From an optimization exercise on the open Yosys and OpenROAD flow, aimed at small area, a short achievable clock period and few clock cycles per item; shortcuts taken in it are not production practice. No functional check of the RTL was part of any run shown here. Power is estimated from default activity; no workload was simulated.

==> flow/design.v <==
module Complex_Multiplier (
	input clk,
	input rst,
	input signed  [7:0] Re_in_1,
	input signed  [7:0] Im_in_1,
	input signed  [7:0] Re_in_2,
	input signed  [7:0] Im_in_2,
	input signed  [1:0] data_valid_in,
	output signed [15:0] Re_out,
	output signed [15:0] Im_out,
	output signed [1:0] data_valid_out
);
wire cone1, ctwo2, cnz3, cnegn4, cone5, ctwo6, cnz7, cnegn8, cone9, ctwo10, cnz11, cnegn12, cone13, ctwo14, cnz15, cnegn16, done17, dtwo18, dnz19, dnegn20, done21, dtwo22, dnz23, dnegn24, done25, dtwo26, dnz27, dnegn28, done29, dtwo30, dnz31, dnegn32, pp33, pp34, pp35, pp36, pp37, pp38, pp39, pp40, pp41, pp42, pp43, pp44, pp45, pp46, pp47, pp48, pp49, pp50, pp51, pp52, pp53, pp54, pp55, pp56, pp57, pp58, pp59, pp60, pp61, pp62, pp63, pp64, pp65, pp66, pp67, pp68, pp69, pp70, pp71, pp72, pp73, pp74, pp75, pp76, pp77, pp78, pp79, pp80, pp81, pp82, pp83, pp84, pp85, pp86, pp87, pp88, pp89, pp90, pp91, pp92, pp93, pp94, pp95, pp96, pp97, pp98, pp99, pp100, pp101, pp102, pp103, pp104, ci105, ci106, ci107, ci108, res109, rec110, res111, rec112, res113, rec114, res115, rec116, res117, rec118, res119, rec120, res121, rec122, res123, rec124, res125, rec126, res127, rec128, res129, rec130, res131, rec132, res133, rec134, res135, rec136, res137, rec138, res139, rec140, res141, rec142, res143, rec144, res145, rec146, res147, rec148, res149, rec150, res151, rec152, res153, rec154, res155, rec156, res157, rec158, res159, rec160, res161, rec162, res163, rec164, res165, rec166, res167, rec168, res169, rec170, res171, rec172, res173, rec174, res175, rec176, res177, rec178, res179, rec180, res181, rec182, res183, rec184, res185, rec186, res187, rec188, res189, rec190, res191, rec192, res193, rec194, res195, rec196, res197, rec198, res199, rec200, res201, rec202, res203, rec204, res205, rec206, res207, rec208, res209, rec210, res211, rec212, res213, rec214, res215, rec216, res217, rec218, res219, rec220, res221, rec222, res223, rec224, res225, rec226, res227, rec228, res229, rec230, res231, rec232, res233, rec234, res235, rec236, res237, rec238, res239, rec240, res241, rec242, pp243, pp244, pp245, pp246, pp247, pp248, pp249, pp250, pp251, pp252, pp253, pp254, pp255, pp256, pp257, pp258, pp259, pp260, pp261, pp262, pp263, pp264, pp265, pp266, pp267, pp268, pp269, pp270, pp271, pp272, pp273, pp274, pp275, pp276, pp277, pp278, pp279, pp280, pp281, pp282, pp283, pp284, pp285, pp286, pp287, pp288, pp289, pp290, pp291, pp292, pp293, pp294, pp295, pp296, pp297, pp298, pp299, pp300, pp301, pp302, pp303, pp304, pp305, pp306, pp307, pp308, pp309, pp310, pp311, pp312, pp313, pp314, ci315, ci316, ci317, ci318, ims319, imc320, ims321, imc322, ims323, imc324, ims325, imc326, ims327, imc328, ims329, imc330, ims331, imc332, ims333, imc334, ims335, imc336, ims337, imc338, ims339, imc340, ims341, imc342, ims343, imc344, ims345, imc346, ims347, imc348, ims349, imc350, ims351, imc352, ims353, imc354, ims355, imc356, ims357, imc358, ims359, imc360, ims361, imc362, ims363, imc364, ims365, imc366, ims367, imc368, ims369, imc370, ims371, imc372, ims373, imc374, ims375, imc376, ims377, imc378, ims379, imc380, ims381, imc382, ims383, imc384, ims385, imc386, ims387, imc388, ims389, imc390, ims391, imc392, ims393, imc394, ims395, imc396, ims397, imc398, ims399, imc400, ims401, imc402, ims403, imc404, ims405, imc406, ims407, imc408, ims409, imc410, ims411, imc412, ims413, imc414, ims415, imc416, ims417, imc418, ims419, imc420, ims421, imc422, ims423, imc424, ims425, imc426, ims427, imc428, ims429, imc430, ims431, imc432, ims433, imc434, ims435, imc436, ims437, imc438, ims439, imc440, ims441, imc442, ims443, imc444, ims445, imc446, ims447, imc448, ims449, imc450, ims451, imc452, relos453, reloc454, relos455, reloc456, relos457, reloc458, relos459, reloc460, imlos461, imloc462, imlos463, imloc464, imlos465, imloc466, imlos467, imloc468;
cm_benc0 u_cone1 (.y1(Re_in_2[1]), .y0(Re_in_2[0]), .one(cone1), .two(ctwo2), .nz(cnz3));
assign cnegn4 = ~Re_in_2[1];
cm_benc u_cone5 (.y1(Re_in_2[3]), .y0(Re_in_2[2]), .ym(Re_in_2[1]), .one(cone5), .two(ctwo6), .nz(cnz7));
assign cnegn8 = ~Re_in_2[3];
cm_benc u_cone9 (.y1(Re_in_2[5]), .y0(Re_in_2[4]), .ym(Re_in_2[3]), .one(cone9), .two(ctwo10), .nz(cnz11));
assign cnegn12 = ~Re_in_2[5];
cm_benc u_cone13 (.y1(Re_in_2[7]), .y0(Re_in_2[6]), .ym(Re_in_2[5]), .one(cone13), .two(ctwo14), .nz(cnz15));
assign cnegn16 = ~Re_in_2[7];
cm_benc0 u_done17 (.y1(Im_in_2[1]), .y0(Im_in_2[0]), .one(done17), .two(dtwo18), .nz(dnz19));
assign dnegn20 = ~Im_in_2[1];
cm_benc u_done21 (.y1(Im_in_2[3]), .y0(Im_in_2[2]), .ym(Im_in_2[1]), .one(done21), .two(dtwo22), .nz(dnz23));
assign dnegn24 = ~Im_in_2[3];
cm_benc u_done25 (.y1(Im_in_2[5]), .y0(Im_in_2[4]), .ym(Im_in_2[3]), .one(done25), .two(dtwo26), .nz(dnz27));
assign dnegn28 = ~Im_in_2[5];
cm_benc u_done29 (.y1(Im_in_2[7]), .y0(Im_in_2[6]), .ym(Im_in_2[5]), .one(done29), .two(dtwo30), .nz(dnz31));
assign dnegn32 = ~Im_in_2[7];
cm_bsel1 u_pp33 (.e(cone1), .x(Re_in_1[0]), .n(Re_in_2[1]), .p(pp33));
cm_bsel2 u_pp34 (.e1(cone1), .x1(Re_in_1[1]), .e2(ctwo2), .x2(Re_in_1[0]), .n(Re_in_2[1]), .p(pp34));
cm_bsel2 u_pp35 (.e1(cone1), .x1(Re_in_1[2]), .e2(ctwo2), .x2(Re_in_1[1]), .n(Re_in_2[1]), .p(pp35));
cm_bsel2 u_pp36 (.e1(cone1), .x1(Re_in_1[3]), .e2(ctwo2), .x2(Re_in_1[2]), .n(Re_in_2[1]), .p(pp36));
cm_bsel2 u_pp37 (.e1(cone1), .x1(Re_in_1[4]), .e2(ctwo2), .x2(Re_in_1[3]), .n(Re_in_2[1]), .p(pp37));
cm_bsel2 u_pp38 (.e1(cone1), .x1(Re_in_1[5]), .e2(ctwo2), .x2(Re_in_1[4]), .n(Re_in_2[1]), .p(pp38));
cm_bsel2 u_pp39 (.e1(cone1), .x1(Re_in_1[6]), .e2(ctwo2), .x2(Re_in_1[5]), .n(Re_in_2[1]), .p(pp39));
cm_bsel2 u_pp40 (.e1(cone1), .x1(Re_in_1[7]), .e2(ctwo2), .x2(Re_in_1[6]), .n(Re_in_2[1]), .p(pp40));
cm_bsel1 u_pp41 (.e(cnz3), .x(Re_in_1[7]), .n(cnegn4), .p(pp41));
cm_bsel1 u_pp42 (.e(cone5), .x(Re_in_1[0]), .n(Re_in_2[3]), .p(pp42));
cm_bsel2 u_pp43 (.e1(cone5), .x1(Re_in_1[1]), .e2(ctwo6), .x2(Re_in_1[0]), .n(Re_in_2[3]), .p(pp43));
cm_bsel2 u_pp44 (.e1(cone5), .x1(Re_in_1[2]), .e2(ctwo6), .x2(Re_in_1[1]), .n(Re_in_2[3]), .p(pp44));
cm_bsel2 u_pp45 (.e1(cone5), .x1(Re_in_1[3]), .e2(ctwo6), .x2(Re_in_1[2]), .n(Re_in_2[3]), .p(pp45));
cm_bsel2 u_pp46 (.e1(cone5), .x1(Re_in_1[4]), .e2(ctwo6), .x2(Re_in_1[3]), .n(Re_in_2[3]), .p(pp46));
cm_bsel2 u_pp47 (.e1(cone5), .x1(Re_in_1[5]), .e2(ctwo6), .x2(Re_in_1[4]), .n(Re_in_2[3]), .p(pp47));
cm_bsel2 u_pp48 (.e1(cone5), .x1(Re_in_1[6]), .e2(ctwo6), .x2(Re_in_1[5]), .n(Re_in_2[3]), .p(pp48));
cm_bsel2 u_pp49 (.e1(cone5), .x1(Re_in_1[7]), .e2(ctwo6), .x2(Re_in_1[6]), .n(Re_in_2[3]), .p(pp49));
cm_bsel1 u_pp50 (.e(cnz7), .x(Re_in_1[7]), .n(cnegn8), .p(pp50));
cm_bsel1 u_pp51 (.e(cone9), .x(Re_in_1[0]), .n(Re_in_2[5]), .p(pp51));
cm_bsel2 u_pp52 (.e1(cone9), .x1(Re_in_1[1]), .e2(ctwo10), .x2(Re_in_1[0]), .n(Re_in_2[5]), .p(pp52));
cm_bsel2 u_pp53 (.e1(cone9), .x1(Re_in_1[2]), .e2(ctwo10), .x2(Re_in_1[1]), .n(Re_in_2[5]), .p(pp53));
cm_bsel2 u_pp54 (.e1(cone9), .x1(Re_in_1[3]), .e2(ctwo10), .x2(Re_in_1[2]), .n(Re_in_2[5]), .p(pp54));
cm_bsel2 u_pp55 (.e1(cone9), .x1(Re_in_1[4]), .e2(ctwo10), .x2(Re_in_1[3]), .n(Re_in_2[5]), .p(pp55));
cm_bsel2 u_pp56 (.e1(cone9), .x1(Re_in_1[5]), .e2(ctwo10), .x2(Re_in_1[4]), .n(Re_in_2[5]), .p(pp56));
cm_bsel2 u_pp57 (.e1(cone9), .x1(Re_in_1[6]), .e2(ctwo10), .x2(Re_in_1[5]), .n(Re_in_2[5]), .p(pp57));
cm_bsel2 u_pp58 (.e1(cone9), .x1(Re_in_1[7]), .e2(ctwo10), .x2(Re_in_1[6]), .n(Re_in_2[5]), .p(pp58));
cm_bsel1 u_pp59 (.e(cnz11), .x(Re_in_1[7]), .n(cnegn12), .p(pp59));
cm_bsel1 u_pp60 (.e(cone13), .x(Re_in_1[0]), .n(Re_in_2[7]), .p(pp60));
cm_bsel2 u_pp61 (.e1(cone13), .x1(Re_in_1[1]), .e2(ctwo14), .x2(Re_in_1[0]), .n(Re_in_2[7]), .p(pp61));
cm_bsel2 u_pp62 (.e1(cone13), .x1(Re_in_1[2]), .e2(ctwo14), .x2(Re_in_1[1]), .n(Re_in_2[7]), .p(pp62));
cm_bsel2 u_pp63 (.e1(cone13), .x1(Re_in_1[3]), .e2(ctwo14), .x2(Re_in_1[2]), .n(Re_in_2[7]), .p(pp63));
cm_bsel2 u_pp64 (.e1(cone13), .x1(Re_in_1[4]), .e2(ctwo14), .x2(Re_in_1[3]), .n(Re_in_2[7]), .p(pp64));
cm_bsel2 u_pp65 (.e1(cone13), .x1(Re_in_1[5]), .e2(ctwo14), .x2(Re_in_1[4]), .n(Re_in_2[7]), .p(pp65));
cm_bsel2 u_pp66 (.e1(cone13), .x1(Re_in_1[6]), .e2(ctwo14), .x2(Re_in_1[5]), .n(Re_in_2[7]), .p(pp66));
cm_bsel2 u_pp67 (.e1(cone13), .x1(Re_in_1[7]), .e2(ctwo14), .x2(Re_in_1[6]), .n(Re_in_2[7]), .p(pp67));
cm_bsel1 u_pp68 (.e(cnz15), .x(Re_in_1[7]), .n(cnegn16), .p(pp68));
cm_bsel1 u_pp69 (.e(done17), .x(Im_in_1[0]), .n(dnegn20), .p(pp69));
cm_bsel2 u_pp70 (.e1(done17), .x1(Im_in_1[1]), .e2(dtwo18), .x2(Im_in_1[0]), .n(dnegn20), .p(pp70));
cm_bsel2 u_pp71 (.e1(done17), .x1(Im_in_1[2]), .e2(dtwo18), .x2(Im_in_1[1]), .n(dnegn20), .p(pp71));
cm_bsel2 u_pp72 (.e1(done17), .x1(Im_in_1[3]), .e2(dtwo18), .x2(Im_in_1[2]), .n(dnegn20), .p(pp72));
cm_bsel2 u_pp73 (.e1(done17), .x1(Im_in_1[4]), .e2(dtwo18), .x2(Im_in_1[3]), .n(dnegn20), .p(pp73));
cm_bsel2 u_pp74 (.e1(done17), .x1(Im_in_1[5]), .e2(dtwo18), .x2(Im_in_1[4]), .n(dnegn20), .p(pp74));
cm_bsel2 u_pp75 (.e1(done17), .x1(Im_in_1[6]), .e2(dtwo18), .x2(Im_in_1[5]), .n(dnegn20), .p(pp75));
cm_bsel2 u_pp76 (.e1(done17), .x1(Im_in_1[7]), .e2(dtwo18), .x2(Im_in_1[6]), .n(dnegn20), .p(pp76));
cm_bsel1 u_pp77 (.e(dnz19), .x(Im_in_1[7]), .n(Im_in_2[1]), .p(pp77));
cm_bsel1 u_pp78 (.e(done21), .x(Im_in_1[0]), .n(dnegn24), .p(pp78));
cm_bsel2 u_pp79 (.e1(done21), .x1(Im_in_1[1]), .e2(dtwo22), .x2(Im_in_1[0]), .n(dnegn24), .p(pp79));
cm_bsel2 u_pp80 (.e1(done21), .x1(Im_in_1[2]), .e2(dtwo22), .x2(Im_in_1[1]), .n(dnegn24), .p(pp80));
cm_bsel2 u_pp81 (.e1(done21), .x1(Im_in_1[3]), .e2(dtwo22), .x2(Im_in_1[2]), .n(dnegn24), .p(pp81));
cm_bsel2 u_pp82 (.e1(done21), .x1(Im_in_1[4]), .e2(dtwo22), .x2(Im_in_1[3]), .n(dnegn24), .p(pp82));
cm_bsel2 u_pp83 (.e1(done21), .x1(Im_in_1[5]), .e2(dtwo22), .x2(Im_in_1[4]), .n(dnegn24), .p(pp83));
cm_bsel2 u_pp84 (.e1(done21), .x1(Im_in_1[6]), .e2(dtwo22), .x2(Im_in_1[5]), .n(dnegn24), .p(pp84));
cm_bsel2 u_pp85 (.e1(done21), .x1(Im_in_1[7]), .e2(dtwo22), .x2(Im_in_1[6]), .n(dnegn24), .p(pp85));
cm_bsel1 u_pp86 (.e(dnz23), .x(Im_in_1[7]), .n(Im_in_2[3]), .p(pp86));
cm_bsel1 u_pp87 (.e(done25), .x(Im_in_1[0]), .n(dnegn28), .p(pp87));
cm_bsel2 u_pp88 (.e1(done25), .x1(Im_in_1[1]), .e2(dtwo26), .x2(Im_in_1[0]), .n(dnegn28), .p(pp88));
cm_bsel2 u_pp89 (.e1(done25), .x1(Im_in_1[2]), .e2(dtwo26), .x2(Im_in_1[1]), .n(dnegn28), .p(pp89));
cm_bsel2 u_pp90 (.e1(done25), .x1(Im_in_1[3]), .e2(dtwo26), .x2(Im_in_1[2]), .n(dnegn28), .p(pp90));
cm_bsel2 u_pp91 (.e1(done25), .x1(Im_in_1[4]), .e2(dtwo26), .x2(Im_in_1[3]), .n(dnegn28), .p(pp91));
cm_bsel2 u_pp92 (.e1(done25), .x1(Im_in_1[5]), .e2(dtwo26), .x2(Im_in_1[4]), .n(dnegn28), .p(pp92));
cm_bsel2 u_pp93 (.e1(done25), .x1(Im_in_1[6]), .e2(dtwo26), .x2(Im_in_1[5]), .n(dnegn28), .p(pp93));
cm_bsel2 u_pp94 (.e1(done25), .x1(Im_in_1[7]), .e2(dtwo26), .x2(Im_in_1[6]), .n(dnegn28), .p(pp94));
cm_bsel1 u_pp95 (.e(dnz27), .x(Im_in_1[7]), .n(Im_in_2[5]), .p(pp95));
cm_bsel1 u_pp96 (.e(done29), .x(Im_in_1[0]), .n(dnegn32), .p(pp96));
cm_bsel2 u_pp97 (.e1(done29), .x1(Im_in_1[1]), .e2(dtwo30), .x2(Im_in_1[0]), .n(dnegn32), .p(pp97));
cm_bsel2 u_pp98 (.e1(done29), .x1(Im_in_1[2]), .e2(dtwo30), .x2(Im_in_1[1]), .n(dnegn32), .p(pp98));
cm_bsel2 u_pp99 (.e1(done29), .x1(Im_in_1[3]), .e2(dtwo30), .x2(Im_in_1[2]), .n(dnegn32), .p(pp99));
cm_bsel2 u_pp100 (.e1(done29), .x1(Im_in_1[4]), .e2(dtwo30), .x2(Im_in_1[3]), .n(dnegn32), .p(pp100));
cm_bsel2 u_pp101 (.e1(done29), .x1(Im_in_1[5]), .e2(dtwo30), .x2(Im_in_1[4]), .n(dnegn32), .p(pp101));
cm_bsel2 u_pp102 (.e1(done29), .x1(Im_in_1[6]), .e2(dtwo30), .x2(Im_in_1[5]), .n(dnegn32), .p(pp102));
cm_bsel2 u_pp103 (.e1(done29), .x1(Im_in_1[7]), .e2(dtwo30), .x2(Im_in_1[6]), .n(dnegn32), .p(pp103));
cm_bsel1 u_pp104 (.e(dnz31), .x(Im_in_1[7]), .n(Im_in_2[7]), .p(pp104));
assign ci105 = ~pp49;
assign ci106 = ~pp100;
assign ci107 = ~pp102;
assign ci108 = ~pp104;
cm_ha u_res109 (.a(Re_in_2[7]), .b(dnegn32), .s(res109), .co(rec110));
cm_fa u_res111 (.a(Re_in_2[5]), .b(dnegn28), .c(pp37), .s(res111), .co(rec112));
cm_ha u_res113 (.a(pp38), .b(pp45), .s(res113), .co(rec114));
cm_fa u_res115 (.a(res109), .b(pp39), .c(pp46), .s(res115), .co(rec116));
cm_fa u_res117 (.a(pp53), .b(pp60), .c(pp75), .s(res117), .co(rec118));
cm_fa u_res119 (.a(rec110), .b(pp40), .c(pp47), .s(res119), .co(rec120));
cm_fa u_res121 (.a(pp54), .b(pp61), .c(pp76), .s(res121), .co(rec122));
cm_ha u_res123 (.a(pp83), .b(pp90), .s(res123), .co(rec124));
cm_fa u_res125 (.a(pp41), .b(pp48), .c(pp55), .s(res125), .co(rec126));
cm_fa u_res127 (.a(pp62), .b(pp77), .c(pp84), .s(res127), .co(rec128));
cm_ha u_res129 (.a(pp91), .b(pp98), .s(res129), .co(rec130));
cm_fa u_res131 (.a(pp56), .b(pp63), .c(pp85), .s(res131), .co(rec132));
cm_ha u_res133 (.a(pp92), .b(pp99), .s(res133), .co(rec134));
cm_fa u_res135 (.a(pp49), .b(pp50), .c(pp57), .s(res135), .co(rec136));
cm_ha u_res137 (.a(pp64), .b(pp86), .s(res137), .co(rec138));
cm_ha u_res139 (.a(pp100), .b(pp101), .s(res139), .co(rec140));
cm_fa u_res141 (.a(Re_in_2[3]), .b(dnegn24), .c(pp35), .s(res141), .co(rec142));
cm_ha u_res143 (.a(pp36), .b(pp43), .s(res143), .co(rec144));
cm_fa u_res145 (.a(pp44), .b(pp51), .c(pp73), .s(res145), .co(rec146));
cm_ha u_res147 (.a(pp80), .b(pp87), .s(res147), .co(rec148));
cm_fa u_res149 (.a(pp52), .b(pp74), .c(pp81), .s(res149), .co(rec150));
cm_fa u_res151 (.a(pp88), .b(res113), .c(rec112), .s(res151), .co(rec152));
cm_fa u_res153 (.a(pp82), .b(pp89), .c(pp96), .s(res153), .co(rec154));
cm_fa u_res155 (.a(rec114), .b(res115), .c(res117), .s(res155), .co(rec156));
cm_fa u_res157 (.a(pp97), .b(res123), .c(rec116), .s(res157), .co(rec158));
cm_fa u_res159 (.a(rec118), .b(res119), .c(res121), .s(res159), .co(rec160));
cm_fa u_res161 (.a(rec124), .b(res129), .c(rec120), .s(res161), .co(rec162));
cm_fa u_res163 (.a(rec122), .b(res125), .c(res127), .s(res163), .co(rec164));
cm_fa u_res165 (.a(ci105), .b(rec130), .c(res133), .s(res165), .co(rec166));
cm_fa u_res167 (.a(rec126), .b(rec128), .c(res131), .s(res167), .co(rec168));
cm_fa u_res169 (.a(pp93), .b(ci106), .c(rec134), .s(res169), .co(rec170));
cm_fa u_res171 (.a(res137), .b(rec132), .c(res135), .s(res171), .co(rec172));
cm_fa u_res173 (.a(pp58), .b(pp65), .c(pp94), .s(res173), .co(rec174));
cm_fa u_res175 (.a(rec138), .b(res139), .c(rec136), .s(res175), .co(rec176));
cm_fa u_res177 (.a(pp59), .b(pp66), .c(pp95), .s(res177), .co(rec178));
cm_ha u_res179 (.a(ci107), .b(rec140), .s(res179), .co(rec180));
cm_ha u_res181 (.a(pp102), .b(pp103), .s(res181), .co(rec182));
cm_ha u_res183 (.a(Re_in_2[1]), .b(dnegn20), .s(res183), .co(rec184));
cm_ha u_res185 (.a(pp42), .b(pp71), .s(res185), .co(rec186));
cm_fa u_res187 (.a(pp72), .b(pp79), .c(res143), .s(res187), .co(rec188));
cm_fa u_res189 (.a(rec144), .b(res147), .c(res111), .s(res189), .co(rec190));
cm_fa u_res191 (.a(rec148), .b(rec146), .c(res149), .s(res191), .co(rec192));
cm_fa u_res193 (.a(rec150), .b(res153), .c(rec152), .s(res193), .co(rec194));
cm_fa u_res195 (.a(rec154), .b(rec156), .c(res157), .s(res195), .co(rec196));
cm_fa u_res197 (.a(rec158), .b(rec160), .c(res161), .s(res197), .co(rec198));
cm_fa u_res199 (.a(res165), .b(rec162), .c(rec164), .s(res199), .co(rec200));
cm_fa u_res201 (.a(rec166), .b(res169), .c(rec168), .s(res201), .co(rec202));
cm_fa u_res203 (.a(res173), .b(rec170), .c(rec172), .s(res203), .co(rec204));
cm_fa u_res205 (.a(rec174), .b(res179), .c(res177), .s(res205), .co(rec206));
cm_fa u_res207 (.a(pp67), .b(res181), .c(rec180), .s(res207), .co(rec208));
cm_ha u_res209 (.a(pp68), .b(ci108), .s(res209), .co(rec210));
cm_ha u_res211 (.a(res183), .b(pp33), .s(res211), .co(rec212));
cm_fa u_res213 (.a(rec184), .b(pp34), .c(pp70), .s(res213), .co(rec214));
cm_fa u_res215 (.a(pp78), .b(res185), .c(res141), .s(res215), .co(rec216));
cm_fa u_res217 (.a(rec186), .b(rec142), .c(res187), .s(res217), .co(rec218));
cm_fa u_res219 (.a(res145), .b(rec188), .c(res189), .s(res219), .co(rec220));
cm_fa u_res221 (.a(rec190), .b(res151), .c(res191), .s(res221), .co(rec222));
cm_fa u_res223 (.a(rec192), .b(res155), .c(res193), .s(res223), .co(rec224));
cm_fa u_res225 (.a(res159), .b(rec194), .c(res195), .s(res225), .co(rec226));
cm_fa u_res227 (.a(res163), .b(rec196), .c(res197), .s(res227), .co(rec228));
cm_fa u_res229 (.a(res167), .b(rec198), .c(res199), .s(res229), .co(rec230));
cm_fa u_res231 (.a(res171), .b(rec200), .c(res201), .s(res231), .co(rec232));
cm_fa u_res233 (.a(res175), .b(rec202), .c(res203), .s(res233), .co(rec234));
cm_fa u_res235 (.a(rec176), .b(res205), .c(rec204), .s(res235), .co(rec236));
cm_fa u_res237 (.a(rec178), .b(res207), .c(rec206), .s(res237), .co(rec238));
cm_fa u_res239 (.a(rec182), .b(res209), .c(rec208), .s(res239), .co(rec240));
cm_ha u_res241 (.a(pp104), .b(rec210), .s(res241), .co(rec242));
cm_bsel1 u_pp243 (.e(cone1), .x(Im_in_1[0]), .n(Re_in_2[1]), .p(pp243));
cm_bsel2 u_pp244 (.e1(cone1), .x1(Im_in_1[1]), .e2(ctwo2), .x2(Im_in_1[0]), .n(Re_in_2[1]), .p(pp244));
cm_bsel2 u_pp245 (.e1(cone1), .x1(Im_in_1[2]), .e2(ctwo2), .x2(Im_in_1[1]), .n(Re_in_2[1]), .p(pp245));
cm_bsel2 u_pp246 (.e1(cone1), .x1(Im_in_1[3]), .e2(ctwo2), .x2(Im_in_1[2]), .n(Re_in_2[1]), .p(pp246));
cm_bsel2 u_pp247 (.e1(cone1), .x1(Im_in_1[4]), .e2(ctwo2), .x2(Im_in_1[3]), .n(Re_in_2[1]), .p(pp247));
cm_bsel2 u_pp248 (.e1(cone1), .x1(Im_in_1[5]), .e2(ctwo2), .x2(Im_in_1[4]), .n(Re_in_2[1]), .p(pp248));
cm_bsel2 u_pp249 (.e1(cone1), .x1(Im_in_1[6]), .e2(ctwo2), .x2(Im_in_1[5]), .n(Re_in_2[1]), .p(pp249));
cm_bsel2 u_pp250 (.e1(cone1), .x1(Im_in_1[7]), .e2(ctwo2), .x2(Im_in_1[6]), .n(Re_in_2[1]), .p(pp250));
cm_bsel1 u_pp251 (.e(cnz3), .x(Im_in_1[7]), .n(cnegn4), .p(pp251));
cm_bsel1 u_pp252 (.e(cone5), .x(Im_in_1[0]), .n(Re_in_2[3]), .p(pp252));
cm_bsel2 u_pp253 (.e1(cone5), .x1(Im_in_1[1]), .e2(ctwo6), .x2(Im_in_1[0]), .n(Re_in_2[3]), .p(pp253));
cm_bsel2 u_pp254 (.e1(cone5), .x1(Im_in_1[2]), .e2(ctwo6), .x2(Im_in_1[1]), .n(Re_in_2[3]), .p(pp254));
cm_bsel2 u_pp255 (.e1(cone5), .x1(Im_in_1[3]), .e2(ctwo6), .x2(Im_in_1[2]), .n(Re_in_2[3]), .p(pp255));
cm_bsel2 u_pp256 (.e1(cone5), .x1(Im_in_1[4]), .e2(ctwo6), .x2(Im_in_1[3]), .n(Re_in_2[3]), .p(pp256));
cm_bsel2 u_pp257 (.e1(cone5), .x1(Im_in_1[5]), .e2(ctwo6), .x2(Im_in_1[4]), .n(Re_in_2[3]), .p(pp257));
cm_bsel2 u_pp258 (.e1(cone5), .x1(Im_in_1[6]), .e2(ctwo6), .x2(Im_in_1[5]), .n(Re_in_2[3]), .p(pp258));
cm_bsel2 u_pp259 (.e1(cone5), .x1(Im_in_1[7]), .e2(ctwo6), .x2(Im_in_1[6]), .n(Re_in_2[3]), .p(pp259));
cm_bsel1 u_pp260 (.e(cnz7), .x(Im_in_1[7]), .n(cnegn8), .p(pp260));
cm_bsel1 u_pp261 (.e(cone9), .x(Im_in_1[0]), .n(Re_in_2[5]), .p(pp261));
cm_bsel2 u_pp262 (.e1(cone9), .x1(Im_in_1[1]), .e2(ctwo10), .x2(Im_in_1[0]), .n(Re_in_2[5]), .p(pp262));
cm_bsel2 u_pp263 (.e1(cone9), .x1(Im_in_1[2]), .e2(ctwo10), .x2(Im_in_1[1]), .n(Re_in_2[5]), .p(pp263));
cm_bsel2 u_pp264 (.e1(cone9), .x1(Im_in_1[3]), .e2(ctwo10), .x2(Im_in_1[2]), .n(Re_in_2[5]), .p(pp264));
cm_bsel2 u_pp265 (.e1(cone9), .x1(Im_in_1[4]), .e2(ctwo10), .x2(Im_in_1[3]), .n(Re_in_2[5]), .p(pp265));
cm_bsel2 u_pp266 (.e1(cone9), .x1(Im_in_1[5]), .e2(ctwo10), .x2(Im_in_1[4]), .n(Re_in_2[5]), .p(pp266));
cm_bsel2 u_pp267 (.e1(cone9), .x1(Im_in_1[6]), .e2(ctwo10), .x2(Im_in_1[5]), .n(Re_in_2[5]), .p(pp267));
cm_bsel2 u_pp268 (.e1(cone9), .x1(Im_in_1[7]), .e2(ctwo10), .x2(Im_in_1[6]), .n(Re_in_2[5]), .p(pp268));
cm_bsel1 u_pp269 (.e(cnz11), .x(Im_in_1[7]), .n(cnegn12), .p(pp269));
cm_bsel1 u_pp270 (.e(cone13), .x(Im_in_1[0]), .n(Re_in_2[7]), .p(pp270));
cm_bsel2 u_pp271 (.e1(cone13), .x1(Im_in_1[1]), .e2(ctwo14), .x2(Im_in_1[0]), .n(Re_in_2[7]), .p(pp271));
cm_bsel2 u_pp272 (.e1(cone13), .x1(Im_in_1[2]), .e2(ctwo14), .x2(Im_in_1[1]), .n(Re_in_2[7]), .p(pp272));
cm_bsel2 u_pp273 (.e1(cone13), .x1(Im_in_1[3]), .e2(ctwo14), .x2(Im_in_1[2]), .n(Re_in_2[7]), .p(pp273));
cm_bsel2 u_pp274 (.e1(cone13), .x1(Im_in_1[4]), .e2(ctwo14), .x2(Im_in_1[3]), .n(Re_in_2[7]), .p(pp274));
cm_bsel2 u_pp275 (.e1(cone13), .x1(Im_in_1[5]), .e2(ctwo14), .x2(Im_in_1[4]), .n(Re_in_2[7]), .p(pp275));
cm_bsel2 u_pp276 (.e1(cone13), .x1(Im_in_1[6]), .e2(ctwo14), .x2(Im_in_1[5]), .n(Re_in_2[7]), .p(pp276));
cm_bsel2 u_pp277 (.e1(cone13), .x1(Im_in_1[7]), .e2(ctwo14), .x2(Im_in_1[6]), .n(Re_in_2[7]), .p(pp277));
cm_bsel1 u_pp278 (.e(cnz15), .x(Im_in_1[7]), .n(cnegn16), .p(pp278));
cm_bsel1 u_pp279 (.e(done17), .x(Re_in_1[0]), .n(Im_in_2[1]), .p(pp279));
cm_bsel2 u_pp280 (.e1(done17), .x1(Re_in_1[1]), .e2(dtwo18), .x2(Re_in_1[0]), .n(Im_in_2[1]), .p(pp280));
cm_bsel2 u_pp281 (.e1(done17), .x1(Re_in_1[2]), .e2(dtwo18), .x2(Re_in_1[1]), .n(Im_in_2[1]), .p(pp281));
cm_bsel2 u_pp282 (.e1(done17), .x1(Re_in_1[3]), .e2(dtwo18), .x2(Re_in_1[2]), .n(Im_in_2[1]), .p(pp282));
cm_bsel2 u_pp283 (.e1(done17), .x1(Re_in_1[4]), .e2(dtwo18), .x2(Re_in_1[3]), .n(Im_in_2[1]), .p(pp283));
cm_bsel2 u_pp284 (.e1(done17), .x1(Re_in_1[5]), .e2(dtwo18), .x2(Re_in_1[4]), .n(Im_in_2[1]), .p(pp284));
cm_bsel2 u_pp285 (.e1(done17), .x1(Re_in_1[6]), .e2(dtwo18), .x2(Re_in_1[5]), .n(Im_in_2[1]), .p(pp285));
cm_bsel2 u_pp286 (.e1(done17), .x1(Re_in_1[7]), .e2(dtwo18), .x2(Re_in_1[6]), .n(Im_in_2[1]), .p(pp286));
cm_bsel1 u_pp287 (.e(dnz19), .x(Re_in_1[7]), .n(dnegn20), .p(pp287));
cm_bsel1 u_pp288 (.e(done21), .x(Re_in_1[0]), .n(Im_in_2[3]), .p(pp288));
cm_bsel2 u_pp289 (.e1(done21), .x1(Re_in_1[1]), .e2(dtwo22), .x2(Re_in_1[0]), .n(Im_in_2[3]), .p(pp289));
cm_bsel2 u_pp290 (.e1(done21), .x1(Re_in_1[2]), .e2(dtwo22), .x2(Re_in_1[1]), .n(Im_in_2[3]), .p(pp290));
cm_bsel2 u_pp291 (.e1(done21), .x1(Re_in_1[3]), .e2(dtwo22), .x2(Re_in_1[2]), .n(Im_in_2[3]), .p(pp291));
cm_bsel2 u_pp292 (.e1(done21), .x1(Re_in_1[4]), .e2(dtwo22), .x2(Re_in_1[3]), .n(Im_in_2[3]), .p(pp292));
cm_bsel2 u_pp293 (.e1(done21), .x1(Re_in_1[5]), .e2(dtwo22), .x2(Re_in_1[4]), .n(Im_in_2[3]), .p(pp293));
cm_bsel2 u_pp294 (.e1(done21), .x1(Re_in_1[6]), .e2(dtwo22), .x2(Re_in_1[5]), .n(Im_in_2[3]), .p(pp294));
cm_bsel2 u_pp295 (.e1(done21), .x1(Re_in_1[7]), .e2(dtwo22), .x2(Re_in_1[6]), .n(Im_in_2[3]), .p(pp295));
cm_bsel1 u_pp296 (.e(dnz23), .x(Re_in_1[7]), .n(dnegn24), .p(pp296));
cm_bsel1 u_pp297 (.e(done25), .x(Re_in_1[0]), .n(Im_in_2[5]), .p(pp297));
cm_bsel2 u_pp298 (.e1(done25), .x1(Re_in_1[1]), .e2(dtwo26), .x2(Re_in_1[0]), .n(Im_in_2[5]), .p(pp298));
cm_bsel2 u_pp299 (.e1(done25), .x1(Re_in_1[2]), .e2(dtwo26), .x2(Re_in_1[1]), .n(Im_in_2[5]), .p(pp299));
cm_bsel2 u_pp300 (.e1(done25), .x1(Re_in_1[3]), .e2(dtwo26), .x2(Re_in_1[2]), .n(Im_in_2[5]), .p(pp300));
cm_bsel2 u_pp301 (.e1(done25), .x1(Re_in_1[4]), .e2(dtwo26), .x2(Re_in_1[3]), .n(Im_in_2[5]), .p(pp301));
cm_bsel2 u_pp302 (.e1(done25), .x1(Re_in_1[5]), .e2(dtwo26), .x2(Re_in_1[4]), .n(Im_in_2[5]), .p(pp302));
cm_bsel2 u_pp303 (.e1(done25), .x1(Re_in_1[6]), .e2(dtwo26), .x2(Re_in_1[5]), .n(Im_in_2[5]), .p(pp303));
cm_bsel2 u_pp304 (.e1(done25), .x1(Re_in_1[7]), .e2(dtwo26), .x2(Re_in_1[6]), .n(Im_in_2[5]), .p(pp304));
cm_bsel1 u_pp305 (.e(dnz27), .x(Re_in_1[7]), .n(dnegn28), .p(pp305));
cm_bsel1 u_pp306 (.e(done29), .x(Re_in_1[0]), .n(Im_in_2[7]), .p(pp306));
cm_bsel2 u_pp307 (.e1(done29), .x1(Re_in_1[1]), .e2(dtwo30), .x2(Re_in_1[0]), .n(Im_in_2[7]), .p(pp307));
cm_bsel2 u_pp308 (.e1(done29), .x1(Re_in_1[2]), .e2(dtwo30), .x2(Re_in_1[1]), .n(Im_in_2[7]), .p(pp308));
cm_bsel2 u_pp309 (.e1(done29), .x1(Re_in_1[3]), .e2(dtwo30), .x2(Re_in_1[2]), .n(Im_in_2[7]), .p(pp309));
cm_bsel2 u_pp310 (.e1(done29), .x1(Re_in_1[4]), .e2(dtwo30), .x2(Re_in_1[3]), .n(Im_in_2[7]), .p(pp310));
cm_bsel2 u_pp311 (.e1(done29), .x1(Re_in_1[5]), .e2(dtwo30), .x2(Re_in_1[4]), .n(Im_in_2[7]), .p(pp311));
cm_bsel2 u_pp312 (.e1(done29), .x1(Re_in_1[6]), .e2(dtwo30), .x2(Re_in_1[5]), .n(Im_in_2[7]), .p(pp312));
cm_bsel2 u_pp313 (.e1(done29), .x1(Re_in_1[7]), .e2(dtwo30), .x2(Re_in_1[6]), .n(Im_in_2[7]), .p(pp313));
cm_bsel1 u_pp314 (.e(dnz31), .x(Re_in_1[7]), .n(dnegn32), .p(pp314));
assign ci315 = ~pp259;
assign ci316 = ~pp259;
assign ci317 = ~pp269;
assign ci318 = ~pp278;
cm_ha u_ims319 (.a(Im_in_2[7]), .b(Re_in_2[7]), .s(ims319), .co(imc320));
cm_fa u_ims321 (.a(Im_in_2[5]), .b(Re_in_2[5]), .c(pp247), .s(ims321), .co(imc322));
cm_ha u_ims323 (.a(pp248), .b(pp255), .s(ims323), .co(imc324));
cm_fa u_ims325 (.a(ims319), .b(pp249), .c(pp256), .s(ims325), .co(imc326));
cm_fa u_ims327 (.a(pp263), .b(pp270), .c(pp285), .s(ims327), .co(imc328));
cm_fa u_ims329 (.a(imc320), .b(pp250), .c(pp257), .s(ims329), .co(imc330));
cm_fa u_ims331 (.a(pp264), .b(pp271), .c(pp286), .s(ims331), .co(imc332));
cm_ha u_ims333 (.a(pp293), .b(pp300), .s(ims333), .co(imc334));
cm_fa u_ims335 (.a(pp251), .b(pp258), .c(pp265), .s(ims335), .co(imc336));
cm_fa u_ims337 (.a(pp272), .b(pp287), .c(pp294), .s(ims337), .co(imc338));
cm_ha u_ims339 (.a(pp301), .b(pp308), .s(ims339), .co(imc340));
cm_fa u_ims341 (.a(pp266), .b(pp273), .c(pp295), .s(ims341), .co(imc342));
cm_ha u_ims343 (.a(pp302), .b(pp309), .s(ims343), .co(imc344));
cm_fa u_ims345 (.a(pp260), .b(pp267), .c(pp274), .s(ims345), .co(imc346));
cm_ha u_ims347 (.a(pp296), .b(pp303), .s(ims347), .co(imc348));
cm_ha u_ims349 (.a(pp259), .b(pp268), .s(ims349), .co(imc350));
cm_fa u_ims351 (.a(Im_in_2[3]), .b(Re_in_2[3]), .c(pp245), .s(ims351), .co(imc352));
cm_ha u_ims353 (.a(pp246), .b(pp253), .s(ims353), .co(imc354));
cm_fa u_ims355 (.a(pp254), .b(pp261), .c(pp283), .s(ims355), .co(imc356));
cm_ha u_ims357 (.a(pp290), .b(pp297), .s(ims357), .co(imc358));
cm_fa u_ims359 (.a(pp262), .b(pp284), .c(pp291), .s(ims359), .co(imc360));
cm_fa u_ims361 (.a(pp298), .b(ims323), .c(imc322), .s(ims361), .co(imc362));
cm_fa u_ims363 (.a(pp292), .b(pp299), .c(pp306), .s(ims363), .co(imc364));
cm_fa u_ims365 (.a(imc324), .b(ims325), .c(ims327), .s(ims365), .co(imc366));
cm_fa u_ims367 (.a(pp307), .b(ims333), .c(imc326), .s(ims367), .co(imc368));
cm_fa u_ims369 (.a(imc328), .b(ims329), .c(ims331), .s(ims369), .co(imc370));
cm_fa u_ims371 (.a(imc334), .b(ims339), .c(imc330), .s(ims371), .co(imc372));
cm_fa u_ims373 (.a(imc332), .b(ims335), .c(ims337), .s(ims373), .co(imc374));
cm_fa u_ims375 (.a(ci315), .b(imc340), .c(ims343), .s(ims375), .co(imc376));
cm_fa u_ims377 (.a(imc336), .b(imc338), .c(ims341), .s(ims377), .co(imc378));
cm_fa u_ims379 (.a(pp310), .b(ci316), .c(imc344), .s(ims379), .co(imc380));
cm_fa u_ims381 (.a(ims347), .b(imc342), .c(ims345), .s(ims381), .co(imc382));
cm_fa u_ims383 (.a(pp275), .b(pp304), .c(pp311), .s(ims383), .co(imc384));
cm_fa u_ims385 (.a(imc348), .b(ims349), .c(imc346), .s(ims385), .co(imc386));
cm_fa u_ims387 (.a(pp276), .b(pp305), .c(pp312), .s(ims387), .co(imc388));
cm_ha u_ims389 (.a(ci317), .b(imc350), .s(ims389), .co(imc390));
cm_ha u_ims391 (.a(pp269), .b(pp277), .s(ims391), .co(imc392));
cm_ha u_ims393 (.a(Im_in_2[1]), .b(Re_in_2[1]), .s(ims393), .co(imc394));
cm_ha u_ims395 (.a(pp252), .b(pp281), .s(ims395), .co(imc396));
cm_fa u_ims397 (.a(pp282), .b(pp289), .c(ims353), .s(ims397), .co(imc398));
cm_fa u_ims399 (.a(imc354), .b(ims357), .c(ims321), .s(ims399), .co(imc400));
cm_fa u_ims401 (.a(imc358), .b(imc356), .c(ims359), .s(ims401), .co(imc402));
cm_fa u_ims403 (.a(imc360), .b(ims363), .c(imc362), .s(ims403), .co(imc404));
cm_fa u_ims405 (.a(imc364), .b(imc366), .c(ims367), .s(ims405), .co(imc406));
cm_fa u_ims407 (.a(imc368), .b(imc370), .c(ims371), .s(ims407), .co(imc408));
cm_fa u_ims409 (.a(ims375), .b(imc372), .c(imc374), .s(ims409), .co(imc410));
cm_fa u_ims411 (.a(imc376), .b(ims379), .c(imc378), .s(ims411), .co(imc412));
cm_fa u_ims413 (.a(ims383), .b(imc380), .c(imc382), .s(ims413), .co(imc414));
cm_fa u_ims415 (.a(imc384), .b(ims389), .c(ims387), .s(ims415), .co(imc416));
cm_fa u_ims417 (.a(pp313), .b(ims391), .c(imc390), .s(ims417), .co(imc418));
cm_ha u_ims419 (.a(pp314), .b(ci318), .s(ims419), .co(imc420));
cm_ha u_ims421 (.a(ims393), .b(pp243), .s(ims421), .co(imc422));
cm_fa u_ims423 (.a(imc394), .b(pp244), .c(pp280), .s(ims423), .co(imc424));
cm_fa u_ims425 (.a(pp288), .b(ims395), .c(ims351), .s(ims425), .co(imc426));
cm_fa u_ims427 (.a(imc396), .b(imc352), .c(ims397), .s(ims427), .co(imc428));
cm_fa u_ims429 (.a(ims355), .b(imc398), .c(ims399), .s(ims429), .co(imc430));
cm_fa u_ims431 (.a(imc400), .b(ims361), .c(ims401), .s(ims431), .co(imc432));
cm_fa u_ims433 (.a(imc402), .b(ims365), .c(ims403), .s(ims433), .co(imc434));
cm_fa u_ims435 (.a(ims369), .b(imc404), .c(ims405), .s(ims435), .co(imc436));
cm_fa u_ims437 (.a(ims373), .b(imc406), .c(ims407), .s(ims437), .co(imc438));
cm_fa u_ims439 (.a(ims377), .b(imc408), .c(ims409), .s(ims439), .co(imc440));
cm_fa u_ims441 (.a(ims381), .b(imc410), .c(ims411), .s(ims441), .co(imc442));
cm_fa u_ims443 (.a(ims385), .b(imc412), .c(ims413), .s(ims443), .co(imc444));
cm_fa u_ims445 (.a(imc386), .b(ims415), .c(imc414), .s(ims445), .co(imc446));
cm_fa u_ims447 (.a(imc388), .b(ims417), .c(imc416), .s(ims447), .co(imc448));
cm_fa u_ims449 (.a(imc392), .b(ims419), .c(imc418), .s(ims449), .co(imc450));
cm_ha u_ims451 (.a(pp278), .b(imc420), .s(ims451), .co(imc452));
cm_ha u_relos453 (.a(pp69), .b(res211), .s(relos453), .co(reloc454));
cm_fa u_relos455 (.a(rec212), .b(res213), .c(reloc454), .s(relos455), .co(reloc456));
cm_fa u_relos457 (.a(rec214), .b(res215), .c(reloc456), .s(relos457), .co(reloc458));
cm_fa u_relos459 (.a(rec216), .b(res217), .c(reloc458), .s(relos459), .co(reloc460));
cm_ha u_imlos461 (.a(pp279), .b(ims421), .s(imlos461), .co(imloc462));
cm_fa u_imlos463 (.a(imc422), .b(ims423), .c(imloc462), .s(imlos463), .co(imloc464));
cm_fa u_imlos465 (.a(imc424), .b(ims425), .c(imloc464), .s(imlos465), .co(imloc466));
cm_fa u_imlos467 (.a(imc426), .b(ims427), .c(imloc466), .s(imlos467), .co(imloc468));
reg vld_q;
always @(posedge clk) vld_q <= ~rst & (|data_valid_in);
assign data_valid_out = {1'b0, vld_q};
wire [15:0] re_r0 = {res241, res239, res237, rec234, rec232, rec230, rec228, rec226, rec224, rec222, rec220, rec218, rec216, rec214, rec212, pp69};
wire [15:0] re_r1 = {rec240, rec238, rec236, res235, res233, res231, res229, res227, res225, res223, res221, res219, res217, res215, res213, res211};
reg [3:0] re_lo_q;
always @(posedge clk) re_lo_q <= {relos459, relos457, relos455, relos453};
reg re_q0_4;
always @(posedge clk) re_q0_4 <= rec218;
reg re_q0_5;
always @(posedge clk) re_q0_5 <= rec220;
reg re_q0_6;
always @(posedge clk) re_q0_6 <= rec222;
reg re_q0_7;
always @(posedge clk) re_q0_7 <= rec224;
reg re_q0_8;
always @(posedge clk) re_q0_8 <= rec226;
reg re_q0_9;
always @(posedge clk) re_q0_9 <= rec228;
reg re_q0_10;
always @(posedge clk) re_q0_10 <= rec230;
reg re_q0_11;
always @(posedge clk) re_q0_11 <= rec232;
reg re_q0_12;
always @(posedge clk) re_q0_12 <= rec234;
reg re_q0_13;
always @(posedge clk) re_q0_13 <= res237;
reg re_q0_14;
always @(posedge clk) re_q0_14 <= res239;
reg re_q0_15;
always @(posedge clk) re_q0_15 <= res241;
reg re_q1_4;
always @(posedge clk) re_q1_4 <= res219;
reg re_q1_5;
always @(posedge clk) re_q1_5 <= res221;
reg re_q1_6;
always @(posedge clk) re_q1_6 <= res223;
reg re_q1_7;
always @(posedge clk) re_q1_7 <= res225;
reg re_q1_8;
always @(posedge clk) re_q1_8 <= res227;
reg re_q1_9;
always @(posedge clk) re_q1_9 <= res229;
reg re_q1_10;
always @(posedge clk) re_q1_10 <= res231;
reg re_q1_11;
always @(posedge clk) re_q1_11 <= res233;
reg re_q1_12;
always @(posedge clk) re_q1_12 <= res235;
reg re_q1_13;
always @(posedge clk) re_q1_13 <= rec236;
reg re_q1_14;
always @(posedge clk) re_q1_14 <= rec238;
reg re_q1_15;
always @(posedge clk) re_q1_15 <= rec240;
reg re_cy_q;
always @(posedge clk) re_cy_q <= reloc460;
assign Re_out = {{re_q0_15, re_q0_14, re_q0_13, re_q0_12, re_q0_11, re_q0_10, re_q0_9, re_q0_8, re_q0_7, re_q0_6, re_q0_5, re_q0_4} + {re_q1_15, re_q1_14, re_q1_13, re_q1_12, re_q1_11, re_q1_10, re_q1_9, re_q1_8, re_q1_7, re_q1_6, re_q1_5, re_q1_4} + re_cy_q, re_lo_q};
wire [15:0] im_r0 = {ims451, ims449, ims447, imc444, imc442, imc440, imc438, imc436, imc434, imc432, imc430, imc428, imc426, imc424, imc422, pp279};
wire [15:0] im_r1 = {imc450, imc448, imc446, ims445, ims443, ims441, ims439, ims437, ims435, ims433, ims431, ims429, ims427, ims425, ims423, ims421};
reg [3:0] im_lo_q;
always @(posedge clk) im_lo_q <= {imlos467, imlos465, imlos463, imlos461};
reg im_q0_4;
always @(posedge clk) im_q0_4 <= imc428;
reg im_q0_5;
always @(posedge clk) im_q0_5 <= imc430;
reg im_q0_6;
always @(posedge clk) im_q0_6 <= imc432;
reg im_q0_7;
always @(posedge clk) im_q0_7 <= imc434;
reg im_q0_8;
always @(posedge clk) im_q0_8 <= imc436;
reg im_q0_9;
always @(posedge clk) im_q0_9 <= imc438;
reg im_q0_10;
always @(posedge clk) im_q0_10 <= imc440;
reg im_q0_11;
always @(posedge clk) im_q0_11 <= imc442;
reg im_q0_12;
always @(posedge clk) im_q0_12 <= imc444;
reg im_q0_13;
always @(posedge clk) im_q0_13 <= ims447;
reg im_q0_14;
always @(posedge clk) im_q0_14 <= ims449;
reg im_q0_15;
always @(posedge clk) im_q0_15 <= ims451;
reg im_q1_4;
always @(posedge clk) im_q1_4 <= ims429;
reg im_q1_5;
always @(posedge clk) im_q1_5 <= ims431;
reg im_q1_6;
always @(posedge clk) im_q1_6 <= ims433;
reg im_q1_7;
always @(posedge clk) im_q1_7 <= ims435;
reg im_q1_8;
always @(posedge clk) im_q1_8 <= ims437;
reg im_q1_9;
always @(posedge clk) im_q1_9 <= ims439;
reg im_q1_10;
always @(posedge clk) im_q1_10 <= ims441;
reg im_q1_11;
always @(posedge clk) im_q1_11 <= ims443;
reg im_q1_12;
always @(posedge clk) im_q1_12 <= ims445;
reg im_q1_13;
always @(posedge clk) im_q1_13 <= imc446;
reg im_q1_14;
always @(posedge clk) im_q1_14 <= imc448;
reg im_q1_15;
always @(posedge clk) im_q1_15 <= imc450;
reg im_cy_q;
always @(posedge clk) im_cy_q <= imloc468;
assign Im_out = {{im_q0_15, im_q0_14, im_q0_13, im_q0_12, im_q0_11, im_q0_10, im_q0_9, im_q0_8, im_q0_7, im_q0_6, im_q0_5, im_q0_4} + {im_q1_15, im_q1_14, im_q1_13, im_q1_12, im_q1_11, im_q1_10, im_q1_9, im_q1_8, im_q1_7, im_q1_6, im_q1_5, im_q1_4} + im_cy_q, im_lo_q};
endmodule
module cm_fa (input a, input b, input c, output s, output co);
  assign s = a ^ b ^ c;
  assign co = (a & b) | (a & c) | (b & c);
endmodule
module cm_bsel1 (input e, input x, input n, output p);
  assign p = (e & x) ^ n;
endmodule
module cm_bsel2 (input e1, input x1, input e2, input x2, input n, output p);
  assign p = ((e1 & x1) | (e2 & x2)) ^ n;
endmodule
module cm_benc (input y1, input y0, input ym, output one, output two, output nz);
  assign one = y0 ^ ym;
  assign two = (y1 & ~y0 & ~ym) | (~y1 & y0 & ym);
  assign nz = ~(y1 & y0 & ym) & (y1 | y0 | ym);
endmodule
module cm_bencp (input y1, input y0, input ym, output one, output two, output nz, output ne);
  assign one = y0 ^ ym;
  assign two = (y1 & ~y0 & ~ym) | (~y1 & y0 & ym);
  assign nz = ~(y1 & y0 & ym) & (y1 | y0 | ym);
  assign ne = y1 & ~(y0 & ym);
endmodule
module cm_bencm (input y1, input y0, input ym, output one, output two, output nz, output ne);
  assign one = y0 ^ ym;
  assign two = (y1 & ~y0 & ~ym) | (~y1 & y0 & ym);
  assign nz = ~(y1 & y0 & ym) & (y1 | y0 | ym);
  assign ne = ~y1 & (y0 | ym);
endmodule
module cm_benc0p (input y1, input y0, output one, output two, output nz, output ne);
  assign one = y0;
  assign two = y1 & ~y0;
  assign nz = y1 | y0;
  assign ne = y1;
endmodule
module cm_benc0m (input y1, input y0, output one, output two, output nz, output ne);
  assign one = y0;
  assign two = y1 & ~y0;
  assign nz = y1 | y0;
  assign ne = ~y1 & y0;
endmodule
module cm_bsel1n (input e, input x, input n, output p);
  assign p = ~((e & x) ^ n);
endmodule
module cm_benc0 (input y1, input y0, output one, output two, output nz);
  assign one = y0;
  assign two = y1 & ~y0;
  assign nz = y1 | y0;
endmodule
module cm_ao21 (input a, input b, input c, output y);
  assign y = (a & b) | c;
endmodule
module cm_and2 (input a, input b, output y);
  assign y = a & b;
endmodule
module cm_xor2 (input a, input b, output y);
  assign y = a ^ b;
endmodule
module cm_ha (input a, input b, output s, output co);
  assign s = a ^ b;
  assign co = a & b;
endmodule
==> flow/flow/run.sh <==
#!/bin/bash
# The standard ORFS flow (standard.sh) with these changes:
#  - port buffers are sky130_fd_sc_hd__buf_2 cells instead of the default
#    delay buffers;
#  - before floorplanning, combinational cells start at drive strength 1
#    (flow/downsize.tcl); the flow's repair steps upsize where needed;
#  - extra make variables, one per line, from flow/make_args.txt if present.
# Each tool's log stays under orfs/logs/; make's own output goes to run_make.log.
set -euo pipefail
here=$(pwd)
extra=()
if [[ -f flow/make_args.txt ]]; then
  while IFS= read -r line; do
    [[ -n "$line" ]] && extra+=("$line")
  done < flow/make_args.txt
fi
bash standard.sh \
  "BUFFER_PORTS_ARGS=-buffer_cell sky130_fd_sc_hd__buf_2" \
  "PRE_FLOORPLAN_TCL=$here/flow/downsize.tcl" \
  "${extra[@]}" \
  finish > run_make.log 2>&1
==> flow/flow/downsize.tcl <==
# PRE_FLOORPLAN hook: start every combinational cell of the synthesized netlist
# at drive strength 1; the flow's own repair steps upsize cells where timing
# or slew needs it. Flip-flops keep the cell synthesis gave them.
set n_down 0
foreach inst [get_cells *] {
  set ref [get_property $inst ref_name]
  if { [regexp {^(sky130_fd_sc_hd__[a-z0-9]+)_([0-9]+)$} $ref -> base size] } {
    if { $size <= 1 || [string match "*__df*" $base] || [string match "*__conb*" $base] } {
      continue
    }
    set cand [get_lib_cells -quiet */${base}_1]
    if { [llength $cand] > 0 } {
      replace_cell $inst [lindex $cand 0]
      incr n_down
    }
  }
}
puts "downsize.tcl: $n_down cells set to drive strength 1"
==> flow/standard.sh <==
#!/bin/bash
# synth_recipe.tcl (not shown) runs the flow's synth.tcl, then flattens the netlist and writes it again
# the make line also repeats each setting of config.mk as NAME=value (left out here)
make -C /OpenROAD-flow-scripts/flow DESIGN_CONFIG=/design/flow/config.mk WORK_HOME=/design/flow/orfs CLKGATE_MAP_FILE= SYNTH_SCRIPT=/design/flow/synth_recipe.tcl "${@:-finish}"
==> flow/config.mk <==
export PLATFORM = sky130hd
export DESIGN_NAME = Complex_Multiplier
export DESIGN_NICKNAME = Complex_Multiplier
export VERILOG_FILES = /design/flow/design.v
export SDC_FILE = /design/flow/constraint.sdc
export NUM_CORES = 4
export LEC_CHECK = 0
export CAP_MARGIN = 20
export CORE_MARGIN = 2
export CORE_UTILIZATION = 60
export CTS_BUF_LIST = sky130_fd_sc_hd__clkbuf_4 sky130_fd_sc_hd__clkbuf_8
export GPL_ROUTABILITY_DRIVEN = 0
export SETUP_SLACK_MARGIN = 1.2
export SLEW_MARGIN = 20
export SYNTH_HIERARCHICAL = 1
==> flow/constraint.sdc <==
create_clock -name core_clock -period 5.0 [get_ports {clk}]
set_input_delay 1.0000 -clock core_clock [delete_from_list [all_inputs] [get_ports {clk}]]
set_output_delay 1.0000 -clock core_clock [all_outputs]
set_load 0.01 [all_outputs]
==> notes.md, run 1 <==
Route
Dividing the detail-routed wire length by the instance count gives 19.5 um. The number of DRC markers after the initial detailed-route iteration is about 530. The routed design has roughly 18,000 um of wire. In the routed layout, each cell is associated on average with a via count of about 6.2. The vias after detailed routing is just under 6,000. Before antenna repair, the detailed router went through 6 iterations.

In this run the remaining antenna-violating nets after routing total 0. The detailed-route DRC error count is 0.

STA
The worst-margin pin slew is between 0.5 and 0.6 ns. The post-route worst hold slack is ~0.8 ns. The total of endpoints with negative setup slack in the final report is 0. Setup repair after global routing could not meet its margin everywhere.

Dividing the final minimum period by the clock period gives between 70% and 80%. The worst pin sits at a relative slew slack of slightly above 60%. The number of max-slew violations in the final report is 0. The number of failing hold endpoints at the final stage was 0.

Based on the critical path, the design can be clocked at up to approximately 270 MHz. The minimum period implied by the final worst setup slack is approximately 3.7 ns. In the final timing run, aggregate negative setup slack is 0 ns.

GRT
The initial antenna violation count is 0. The via count of the first global-routing pass is 5,836. For this run, global-route usage on met1 was measured as between 40 and 50%. Entering global routing, the biggest net connects 19 pins. The first global-routing pass estimated 29,200 um of wire. The total routing resource utilization after global routing is 29.2%. The remaining global-route overflow is 0. Global routing used about 6% of the available met3 tracks. The met2 routing resource usage after global routing is between 40% and 50%. The layer with the highest usage after global routing is met2.

Clock network
The number of levels the H-tree was split into is 3. The number of sinks driven by the clock tree is 59. Clock-pin slew was measured on the worst setup and hold paths at approximately 0.07 ns. For this design, the CTS-stage hold fixing added 0 buffers. The buffer cell driving the clock tree root is sky130_fd_sc_hd__clkbuf_8.

In this run, CTS created clock tree buffers numbering 9. The clock tree from TritonCTS is built. In this run the deepest clock path goes through 2 buffers.

Critical path
The critical path required time is between 5 and 6 ns. In this run the worst path has a maximum fanout of 17. The critical path is of the in2reg type. At the worst endpoint, the arrival time is 3.97 ns. The worst setup path is launched from a primary input.

The sort of element at the end of the critical path is a flop.

Floorplan
The total core area is approximately 12,000 sq um. The width of the chip is between 100 and 150 um. The vertical die dimension is between 100 and 150 um.

The initial core utilization is about three fifths. The total I/O pin count is 70. The number of core rows is 40. The die footprint is 13,100 sq um.

Power and ir drop
The cell area power density is ~550 nW/um^2. In this run the static leakage power is ~3.5 nW. The worst-case IR drop observed on VDD is about 0.49 mV.

Finish
The antenna diode count is 0. The post-route netlist has roughly 18% of its cells at a drive strength greater than 1. Fill cells in the final layout number about 960. The largest registers in the layout are im_lo_q (4), re_lo_q (4). The final net count is ~990. The final non-filler cell area is about 8500 sq um.

Synth
The number of instances in the synthesized netlist is around 680. Synthesis produced a netlist with a net count of between 800 and 900. The number of warnings printed during yosys synthesis is 7.

Placed design
The cell area after placement is between 8000 and 9000 sq um. The final HPWL from detailed placement is 13,400 um. Buffers placed on the I/O ports in this run total 68.

Status
The flow ran to the end and the layout has no timing, DRC or antenna violations.

Worst hold path
The classification of the worst-slack hold path is in2reg.

Job
Max-cap violations in this run came to 0.
==> placed cells by master (no fill, tap or decap), drive strengths merged, types with 4 or more instances in the layout <==
cell    instances
xnor2         158
fa            112
a22oi         112
buf           104
dfxtp          59
ha             54
nand2          36
inv            25
clkbuf         15
nor2           14
o21ai          14
xor2           12
a21oi           8
and3            8
a21o            6
a31oi           6
nor3            6
nand3b          6
nor2b           6
nand2b          6
nand3           4
or2             4
==> power breakdown <==
group | switching (mW) | internal, mW
Clock | 0.197 | 0.254
Combinational | 1.83 | 1.61
Sequential | 0.0783 | 0.755
==> worst max-delay path, stage by stage <==
cell                       delay, ns
sky130_fd_sc_hd__buf_8          0.15
sky130_fd_sc_hd__buf_8          0.17
sky130_fd_sc_hd__nand3b_1       0.22
sky130_fd_sc_hd__buf_4          0.18
sky130_fd_sc_hd__o21ai_4        0.12
sky130_fd_sc_hd__a22oi_1        0.13
sky130_fd_sc_hd__xnor2_1        0.20
sky130_fd_sc_hd__fa_1           0.46
sky130_fd_sc_hd__fa_1           0.41
sky130_fd_sc_hd__fa_1           0.52
sky130_fd_sc_hd__fa_1           0.40
==> stage by stage <==
stage	total power, mW	setup WS (ns)	cells	util, %
after floorplan	3.25	1.21	677	-
after global placement	4.14	0.653	910	67.3
after detailed placement	4.29	0.577	910	67.3
after CTS	4.78	1.20	928	69.6
after global routing	5.25	1.17	943	71.3
final	4.72	1.28	943	71.3
==> final cells by class <==
class                           count  area [sq um]  area share [%]
Multi-Input combinational cell    589          6190            72.6
Sequential cell                    59          1180            13.8
Timing Repair Buffer              107           672            7.88
Tap cell                          147           184            2.16
Clock buffer                       12           153            1.79
Inverter                           25          93.8            1.10
Clock inverter                      4          50.0           0.587
==> layer usage <==
metal | vias up | wire length [um]
met5 | - | 0
met4 | 0 | 532
met3 | 39 | 1500
met2 | 270 | 8580
met1 | 2884 | 7750
li1 | 2612 | -
==> path summary, 6_finish.rpt <==
check / endpoint / from / slack [ns] / cells after the start
worst max-delay path: re_q1_11 / Re_in_2[5] / 1.28 / 11
worst min-delay path: vld_q / rst / 0.78 / 2
==> timing repair <==
item | CTS | global route
resized for setup | 10 | 18
pin swaps | 1 | 7
endpoints found under the setup margin | 24 | 17
cloned | 0 | 2
buffers inserted | 2 | 13
==> run 2: changes to the inputs <==
--- a/flow/config.mk
+++ b/flow/config.mk
@@ -9,5 +9,5 @@
 export CORE_MARGIN = 2
-export CORE_UTILIZATION = 60
+export CORE_UTILIZATION = 45
 export CTS_BUF_LIST = sky130_fd_sc_hd__clkbuf_4 sky130_fd_sc_hd__clkbuf_8
-export GPL_ROUTABILITY_DRIVEN = 0
+export PLACE_DENSITY = 0.75
 export SETUP_SLACK_MARGIN = 1.2
==> run 2 against run 1 <==
  * Critical path depth stayed put
  * Flip-flop and latch count did not move
  * Highest routed layer unchanged
  * Still clean
  * Core utilization fell by 18 points
  * Clock power decreased by about 10%
  * Non-clock buffer count decreased by 4
  * Total power shrank 2.0%
  * Largest power group unchanged
==> notes.md, run 2 <==
Status
The flow ran to the end and the layout has no timing, DRC or antenna violations.

Critical path
The critical path data arrival time is approximately 4 ns. The critical path required time is 5.23 ns. The startpoint-to-endpoint class of the critical path is in2reg. STA classifies the critical path endpoint as a flop. Of all nets on the critical path, the largest fanout is 13. The worst setup path is launched from a primary input.

Placed design
The quantity of I/O buffers inserted on ports is 68. The weighted congestion at the end of routability-driven global placement is ~0.9. At the placement stage, the worst setup path has a slack of 0.590 ns.

After detailed placement, the design holds a cell count of around 1,000. Once placement finished, the instance area stood at 8150 sq um. The wire-length estimate of the detail-placed layout is about 13,000 um.

Power and ir drop
The portion of total power attributed to sequential cells is roughly 18%. The total power after layout is ~4.6 mW. The total leakage power is roughly 3.4 nW.

For this design the ratio of total power to cell area is 545 nW/um^2. IR analysis of the VDD net gives a maximum drop of between 0.15 and 0.2 mV. The internal power of the cells is approximately 2.6 mW. The share of total power dissipated in the clock network is about 9%. In this run the power spent charging and discharging nets is roughly 2.1 mW.

The fraction of power spent switching nets is 44.7%. The combinational fraction of design power is 73.3%.

Route
The number of DRC markers after the initial detailed-route iteration is 390. The detail route stage leaves a number of antenna-violating nets equal to 0. Wires add up to between 15,000 and 20,000 um. The routed layout has 5,752 vias.

After detailed routing, the average wire length per cell comes to ~17 um. The number of vias per cell is between 5 and 6. The detailed-route DRC error count is 0. The iteration count of the initial detailed-routing pass is 6.

Clock network
The TritonCTS buffer count is 9. The largest buffer count on any clock path is 2. In this run the clock root is driven by a sky130_fd_sc_hd__clkbuf_8. After clock tree synthesis, the clock-pin slew on the worst setup and hold paths is around 0.06 ns. The number of levels the H-tree was split into is 3. The number of sinks driven by the clock tree is 59. TritonCTS built the clock tree. The number of hold-repair buffers added at the cts stage is 0.

Worst hold path
Along the worst hold path, the cell count comes to 2. The min-delay analysis places its worst path in the category in2reg.

Synth
Yosys printed 7 warnings. The number of nets handed over by synthesis was slightly below 900. The number of instances in the synthesized netlist is between 600 and 700.

Finish
The core occupancy in the finished layout is 53.5%. In the layout the commonest cells are sky130_fd_sc_hd__xnor2_1 (156), sky130_fd_sc_hd__fa_1 (112), sky130_fd_sc_hd__a22oi_1 (111). The final net count is ~990.

For this run, the number of standard cells in the final layout without fillers is just over 1,000. The library cell used most frequently in the layout, excluding fill and tap cells, is sky130_fd_sc_hd__xnor2_1. Cells with a size suffix above 1 make up about 17% of the layout.

The filler cell count is roughly 1,400. The largest registers in the layout are im_lo_q (4), re_lo_q (4). The final non-filler cell area is around 8500 sq um.

STA
The post-route worst setup slack is 1.29 ns. The worst-margin pin slew is approximately 0.58 ns. Static timing analysis puts the maximum clock frequency at approximately 270 MHz. Of the available clock period, the critical path in the final layout requires roughly 74%.

Hold is met by 0.800 ns. Setup violations remaining at the end of the flow were counted as 0. Counting I/O delays and the setup requirement, the final critical path takes ~3.7 ns. The number of failing hold endpoints at the final stage came to 0.

The number of max-slew violations in the final report is 0. In this run the tightest slew margin relative to its limit is between 60% and 70%. For the final routed database, the setup TNS stands at 0 ns. Setup repair after global routing left no endpoint under its margin.

GRT
The total overflow left after global routing is 0. The global-route wire length before repair is approximately 28,000 um. In the global route stage, overall resource usage came out at slightly above 20%. Entering global routing, the biggest net connects 29 pins. The initial antenna violation count is 1. The via count of the first global-routing pass is 5,795.

Job
The count of maximum capacitance violations is 0.

Floorplan
The floorplan step defined a die boundary enclosing 17,300 sq um. The die is between 100 and 150 um wide. The total I/O pin count is 70. The initial core utilization is 45.9%. The total core area is approximately 16,000 sq um. From bottom edge to top edge, the die measures ~130 um. The number of core rows is 46.
[run 2: area by class of cell]
cell class	count	area, sq um	share of cell area (%)
clock buffers	14	174	2.05
diodes	1	2.50	0.0295
flip-flops and latches	59	1180	13.9
multi-input cells	587	6130	72.1
inverters	25	97.6	1.15
repair buffers	103	633	7.45
well taps	216	270	3.18
clock inverters	2	10.0	0.118
[run 2: worst paths after layout]
check,from,to,slack (ns)
worst max-delay path,Re_in_2[3],re_q1_7,1.29
worst min-delay path,rst,vld_q,0.80
[run 2: metal layers]
| metal | share of wire [%] | track usage [%] |
|---|---|---|
| met1 | 44 | 28.9 |
| met2 | 45 | 30.9 |
| met3 | 9.6 | 5.44 |
| met4 | 1.2 | 4.95 |
| met5 | 0 | 0 |
[run 2: power groups by stage]
stage | Combinational [mW] | Clock, mW | Sequential, mW
after floorplan | 2.40 | 0 | 0.844
after global placement | 3.32 | 0 | 0.837
after detailed placement | 3.43 | 0 | 0.843
after CTS | 3.45 | 0.416 | 0.833
after global routing | 3.88 | 0.439 | 0.852
final | 3.39 | 0.405 | 0.829
[run 2: repair_timing]
| item | in CTS | in global routing |
|---|---|---|
| endpoints found under the setup margin | 24 | 20 |
| pin swaps | 0 | 2 |
| resized for setup | 6 | 13 |
| buffers inserted | 0 | 9 |
| gates cloned | 0 | 0 |
[run 2: worst max-delay path, stage by stage]
cell and delay, ns:
sky130_fd_sc_hd__buf_6 0.17, sky130_fd_sc_hd__buf_6 0.17, sky130_fd_sc_hd__nand3b_1 0.12, sky130_fd_sc_hd__o21ai_2 0.07, sky130_fd_sc_hd__buf_4 0.16, sky130_fd_sc_hd__a22oi_1 0.21
sky130_fd_sc_hd__xnor2_1 0.13, sky130_fd_sc_hd__fa_1 0.52, sky130_fd_sc_hd__fa_1 0.44, sky130_fd_sc_hd__fa_1 0.53, sky130_fd_sc_hd__fa_1 0.40

port drivers added, routing unchanged:
No port has a modelled driver above. Below, the same layouts with a new extraction and two added sets of constraints.
Step 1 (the two cells are an assumption about what drives the block):
set clk [get_ports {clk}]
set_driving_cell -lib_cell sky130_fd_sc_hd__clkbuf_16 $clk
set_driving_cell -lib_cell sky130_fd_sc_hd__buf_2 [delete_from_list [all_inputs] $clk]
Step 2 adds t to the input delays and takes it off the output delays; t is the mean of the earliest and latest rising clock arrival at the registers after step 1. Input paths then give back, and output paths get back, about the clock's delay inside the block.
Slacks: ideal ports / drivers / drivers and shift; pairs: ideal ports / drivers.
run | shift t [ns] | slack for setup (ns) | hold WS [ns] | worst register clock-pin slew, ns | worst slew at a driven data input, ns
run 1 | 0.398 | 1.276 / 1.274 / 0.876 | 0.778 / 0.764 / 1.162 | 0.07 / 0.07 | 0.05
run 2 | 0.386 | 1.292 / 1.277 / 0.891 | 0.800 / 0.791 / 1.176 | 0.06 / 0.06 | 0.06
After both steps every run listed still meets setup and hold. The setup slack of run 2, which loses most, moves by -0.015 ns with the drivers and by -0.401 ns with both steps.
